From an optimization exercise on the open Yosys and OpenROAD flow, aimed at small area, a short achievable clock period and few clock cycles per item; shortcuts taken in it are not production practice.
Function was checked by simulation only, so behaviour that the tests miss may differ from the original.

== MS ==
==> flow/design.v <==
`default_nettype none
module top_level(
    clk,
    reset,
    start,
    key_start,
    sram_read_data,
    sram_write_enable,
    sram_write_data,
    sram_addr,
    ram_addr,
    ram_write_data,
    ram_write_enable,
    ram_read_data,
    rom_addr,
    rom_read_data,
    key_not_found,
    key_found,
    secret_key_0,
    secret_key_1,
    secret_key_2,
    secret_key_3,
    secret_key_4,
    secret_key_5
    );
    input  logic clk;
    input  logic reset;
    input  logic start;
    input  logic [23:0] key_start;
    input  logic [7:0] sram_read_data;
    output logic sram_write_enable;
    output logic [7:0] sram_write_data;
    output logic [7:0] sram_addr;
    output logic [4:0] ram_addr;
    output logic [7:0] ram_write_data;
    output logic ram_write_enable;
    input  logic [7:0] ram_read_data;
    output logic [4:0] rom_addr;
    input  logic [7:0] rom_read_data;
    output logic key_not_found;
    output logic key_found;
    output logic [3:0] secret_key_0;
    output logic [3:0] secret_key_1;
    output logic [3:0] secret_key_2;
    output logic [3:0] secret_key_3;
    output logic [3:0] secret_key_4;
    output logic [3:0] secret_key_5;
    localparam [2:0] ST_IDLE = 3'd0;
    localparam [2:0] ST_INIT = 3'd1;
    localparam [2:0] ST_KSA  = 3'd2;
    localparam [2:0] ST_PRGA = 3'd3;
    localparam [2:0] ST_DONE = 3'd4;
    logic [2:0]  st;
    logic        found, fail;
    logic [23:0] key;
    logic [8:0]  ctr;        
    logic [3:0]  ph;         
    logic [7:0]  j, si, sj;
    logic        h1r, h2;    
    logic        kmask;      
    logic [7:0]  rd;         
    logic        romx;       
    logic        ramwe;
    logic [7:0]  a_r, wd_r;
    logic        we_r;
    assign sram_addr = a_r;
    assign sram_write_data = wd_r;
    assign sram_write_enable = we_r;
    assign rom_addr = ctr[4:0];
    assign ram_addr = ctr[4:0];
    assign ram_write_data = rd;
    assign ram_write_enable = ramwe;
    assign key_found = found;
    assign key_not_found = fail;
    assign secret_key_0 = key[3:0];
    assign secret_key_1 = key[7:4];
    assign secret_key_2 = key[11:8];
    assign secret_key_3 = key[15:12];
    assign secret_key_4 = key[19:16];
    assign secret_key_5 = key[23:20];
    logic in_ksa;
    assign in_ksa = (st == ST_KSA);
    logic plain_ok;
    assign plain_ok = (rd >= 8'd97 && rd <= 8'd122) || rd == 8'd32;
    logic [8:0] ctr_inc;
    assign ctr_inc = ctr + 9'd1;
    logic [7:0] ctr_m2;
    assign ctr_m2 = ctr[7:0] - 8'd2;
    logic eq2;                       
    assign eq2 = (j == ctr_m2);
    logic [7:0] si_new;              
    assign si_new = h1r ? si : rd;
    logic [7:0] j_new;
    assign j_new = j + (key[23:16] & {8{kmask}}) + si_new;
    logic blk256, last_blk;
    assign blk256 = ctr[8] & ~ctr[0];
    assign last_blk = ctr[8] & ctr[0];    
    logic m_ge1, m_ge2;
    assign m_ge1 = (ctr != 9'd0);
    assign m_ge2 = ctr[8] | (ctr[7:1] != 7'd0);
    logic key_step, key_carry;
    assign key_step = ctr[8] & ~(ctr[1] & ctr[0]);
    always_comb begin
        case (ctr[1:0])
            2'd0: key_carry = (key[15:0] == 16'hffff);
            2'd1: key_carry = (key[15:8] == 8'hff);
            default: key_carry = 1'b1;
        endcase
    end
    logic [23:0] key_rot;
    assign key_rot = {key[15:0], key[23:16] + {7'd0, key_carry & ~in_ksa}};
    always_ff @(posedge clk or posedge reset) begin
        if (reset) begin
            st <= ST_IDLE;
            found <= 1'b0;
            fail <= 1'b0;
        end else begin
            case (st)
                ST_IDLE: if (start) st <= ST_INIT;
                ST_INIT: if (ctr == 9'd255) st <= ST_KSA;
                ST_KSA:  if (ph == 4'd2 && last_blk) st <= ST_PRGA;
                ST_PRGA: if (ph == 4'd12) begin
                    if (!plain_ok) begin
                        if (key[22]) begin
                            st <= ST_DONE;
                            fail <= 1'b1;
                        end else st <= ST_INIT;
                    end else if (ctr[4:0] == 5'd31) begin
                        st <= ST_DONE;
                        found <= 1'b1;
                    end
                end
                default: st <= st;
            endcase
        end
    end
    always_ff @(posedge clk) begin
        romx <= (st == ST_PRGA) && (ph == 4'd10);
        rd <= sram_read_data ^ (rom_read_data & {8{romx}});
        kmask <= in_ksa & ~last_blk;
        h1r <= in_ksa && m_ge1 && (j == ctr[7:0]);
        ramwe <= (st == ST_PRGA) && (ph == 4'd11);
    end
    always_ff @(posedge clk) begin
        case (st)
            ST_IDLE: begin
                key <= key_start;
                ctr <= 9'h1ff;
                a_r <= ctr_inc[7:0];
                wd_r <= ctr_inc[7:0];
                we_r <= 1'b0;
            end
            ST_INIT: begin
                a_r <= ctr_inc[7:0];
                wd_r <= ctr_inc[7:0];
                we_r <= (ctr != 9'd255);
                ctr <= (ctr == 9'd255) ? 9'd0 : ctr_inc;
                if (key_step) key <= key_rot;
                ph <= 4'd0;
                j <= 8'd0;
            end
            ST_KSA: begin
                case (ph)
                    4'd0: begin
                        a_r <= j;
                        wd_r <= si;
                        we_r <= m_ge1 && !last_blk;
                        sj <= h2 ? sj : rd;    
                        ph <= 4'd1;
                    end
                    4'd1: begin
                        a_r <= ctr_m2;
                        wd_r <= sj;
                        we_r <= m_ge2 && !eq2;    
                        h2 <= eq2 && m_ge2;
                        ph <= 4'd2;
                    end
                    default: begin
                        a_r <= ctr_inc[7:0];
                        wd_r <= sj;
                        we_r <= 1'b0;
                        si <= si_new;
                        key <= key_rot;
                        j <= blk256 ? 8'd0 : j_new;
                        if (last_blk) begin
                            ctr <= 9'd0;
                            ph <= 4'd4;
                        end else begin
                            ctr <= ctr_inc;
                            ph <= 4'd0;
                        end
                    end
                endcase
            end
            ST_PRGA: begin
                a_r <= ctr_inc[7:0];
                wd_r <= sj;
                we_r <= 1'b0;
                case (ph)
                    4'd3: begin
                        si <= rd;
                        j <= j_new;
                    end
                    4'd4: begin
                        a_r <= j;
                        wd_r <= si;
                        we_r <= 1'b1;
                    end
                    4'd7: begin
                        sj <= rd;
                    end
                    4'd8: begin
                        we_r <= 1'b1;
                    end
                    4'd9: begin
                        a_r <= si + sj;
                    end
                    4'd12: begin
                        if (!plain_ok) begin
                            ctr <= 9'h1fc;
                        end else begin
                            ctr <= ctr_inc;
                        end
                    end
                    default: ;
                endcase
                ph <= (ph == 4'd12) ? 4'd0 : ph + 4'd1;
            end
            default: begin
                a_r <= ctr_inc[7:0];
                wd_r <= ctr_inc[7:0];
                we_r <= 1'b0;
            end
        endcase
    end
endmodule
export LEC_CHECK = 0
export CAP_MARGIN = 20
export CORE_MARGIN = 2
export CORE_UTILIZATION = 40
export SLEW_MARGIN = 20
create_clock -name core_clock -period 10.0 [get_ports {clk}]
standard.sh (not shown) runs the stock make flow with config.mk's settings and CLKGATE_MAP_FILE= SYNTH_SCRIPT=/design/flow/synth_recipe.tcl, a recipe that flattens the netlist after the stock synthesis.
==> flow/flow/run.sh <==
#!/bin/bash
# The standard layout, with the port buffers made from the smallest buffer
# cell, and timing repair aiming for 6.95 ns of setup slack at the 10 ns clock.
set -euo pipefail
export BUFFER_PORTS_ARGS="-buffer_cell sky130_fd_sc_hd__buf_1"
export SETUP_SLACK_MARGIN=6.95
bash standard.sh > standard_make.log 2>&1
Testbench counts of MS, summed over its fixed seeds: cycles 445,143, keys 408.
For AL, these inputs were changed with respect to MS:
--- a/flow/design.v
+++ b/flow/design.v
@@ -53,11 +53,11 @@
     logic [2:0]  st;
     logic        found, fail;
     logic [23:0] key;
     logic [8:0]  ctr;        
     logic [3:0]  ph;         
-    logic [7:0]  j, si, sj;
+    logic [7:0]  j, jk, si, sj;
     logic        h1r, h2;    
     logic        kmask;      
     logic [7:0]  rd;         
     logic        romx;       
     logic        ramwe;
@@ -89,11 +89,11 @@
     logic eq2;                       
     assign eq2 = (j == ctr_m2);
     logic [7:0] si_new;              
     assign si_new = h1r ? si : rd;
     logic [7:0] j_new;
-    assign j_new = j + (key[23:16] & {8{kmask}}) + si_new;
+    assign j_new = jk + si_new;
     logic blk256, last_blk;
     assign blk256 = ctr[8] & ~ctr[0];
     assign last_blk = ctr[8] & ctr[0];    
     logic m_ge1, m_ge2;
     assign m_ge1 = (ctr != 9'd0);
@@ -136,11 +136,12 @@
     end
     always_ff @(posedge clk) begin
         romx <= (st == ST_PRGA) && (ph == 4'd10);
         rd <= sram_read_data ^ (rom_read_data & {8{romx}});
         kmask <= in_ksa & ~last_blk;
-        h1r <= in_ksa && m_ge1 && (j == ctr[7:0]);
+        jk <= j + (key[23:16] & {8{kmask}});
+        h1r <= in_ksa && (j == ctr[7:0]);
         ramwe <= (st == ST_PRGA) && (ph == 4'd11);
     end
     always_ff @(posedge clk) begin
         case (st)
             ST_IDLE: begin
@@ -156,25 +157,27 @@
                 we_r <= (ctr != 9'd255);
                 ctr <= (ctr == 9'd255) ? 9'd0 : ctr_inc;
                 if (key_step) key <= key_rot;
                 ph <= 4'd0;
                 j <= 8'd0;
+                si <= 8'd0;      
+                sj <= 8'd255;    
             end
             ST_KSA: begin
                 case (ph)
                     4'd0: begin
                         a_r <= j;
                         wd_r <= si;
                         we_r <= m_ge1 && !last_blk;
-                        sj <= h2 ? sj : rd;    
+                        if (m_ge2) sj <= h2 ? sj : rd;    
                         ph <= 4'd1;
                     end
                     4'd1: begin
                         a_r <= ctr_m2;
                         wd_r <= sj;
-                        we_r <= m_ge2 && !eq2;    
-                        h2 <= eq2 && m_ge2;
+                        we_r <= m_ge2 && !(eq2 && !last_blk);
+                        h2 <= eq2;
                         ph <= 4'd2;
                     end
                     default: begin
                         a_r <= ctr_inc[7:0];
                         wd_r <= sj;
- Relative to MS, the worst-case hold slack of AL is lower by 0.012 ns.
- Of the two values seen for largest family of logic cells by synthesized area, simple AND/OR/NAND/NOR gates was produced by AL and compound AO/OA/AOI/OAI gates by MS.
- The post-layout instance area reported for AL is greater than that of MS by about 8%.
- In the reports for AL and MS, the larger distinct cell type count of the synthesized netlist belongs to AL.
- In the reports for AL and MS, the larger cell count belongs to AL.
- Area overhead of the layout relative to synthesis | AL below MS
- The largest incremental delay on the critical path reported for AL is smaller than that of MS by 0.04 ns.
- AL vs. MS: half-perimeter wire length after placement went up by about 3.2%.
Testbench counts of AL, summed over its fixed seeds: cycles 445,143, keys 408.

==> static timing again, ports no longer ideal <==
How much do the figures lean on ideal ports? The routed layouts below were timed once more, with nothing changed but the port constraints. Step 1 sets driving cells, clkbuf_16 on the clock port and buf_2 on the other inputs (assumed; they add their load-dependent delay and slew). Step 2, shift: input delay + t, output delay - t, t = (earliest + latest rising clock arrival at the registers) / 2. This alone moves slack from input paths to output paths. Slacks: ideal ports / drivers / drivers and shift; pairs: ideal ports / drivers.
run | t, ns | setup WS [ns] | pins driven straight from the clock port
MS | 0.390 | 6.951 / 6.909 / 6.918 | 1
AL | 0.394 | 7.010 / 6.969 / 6.807 | 1
After both steps setup and hold are still met in every run listed. The setup slack of AL, which loses most, moves by -0.041 ns with the drivers and by -0.203 ns with both steps.
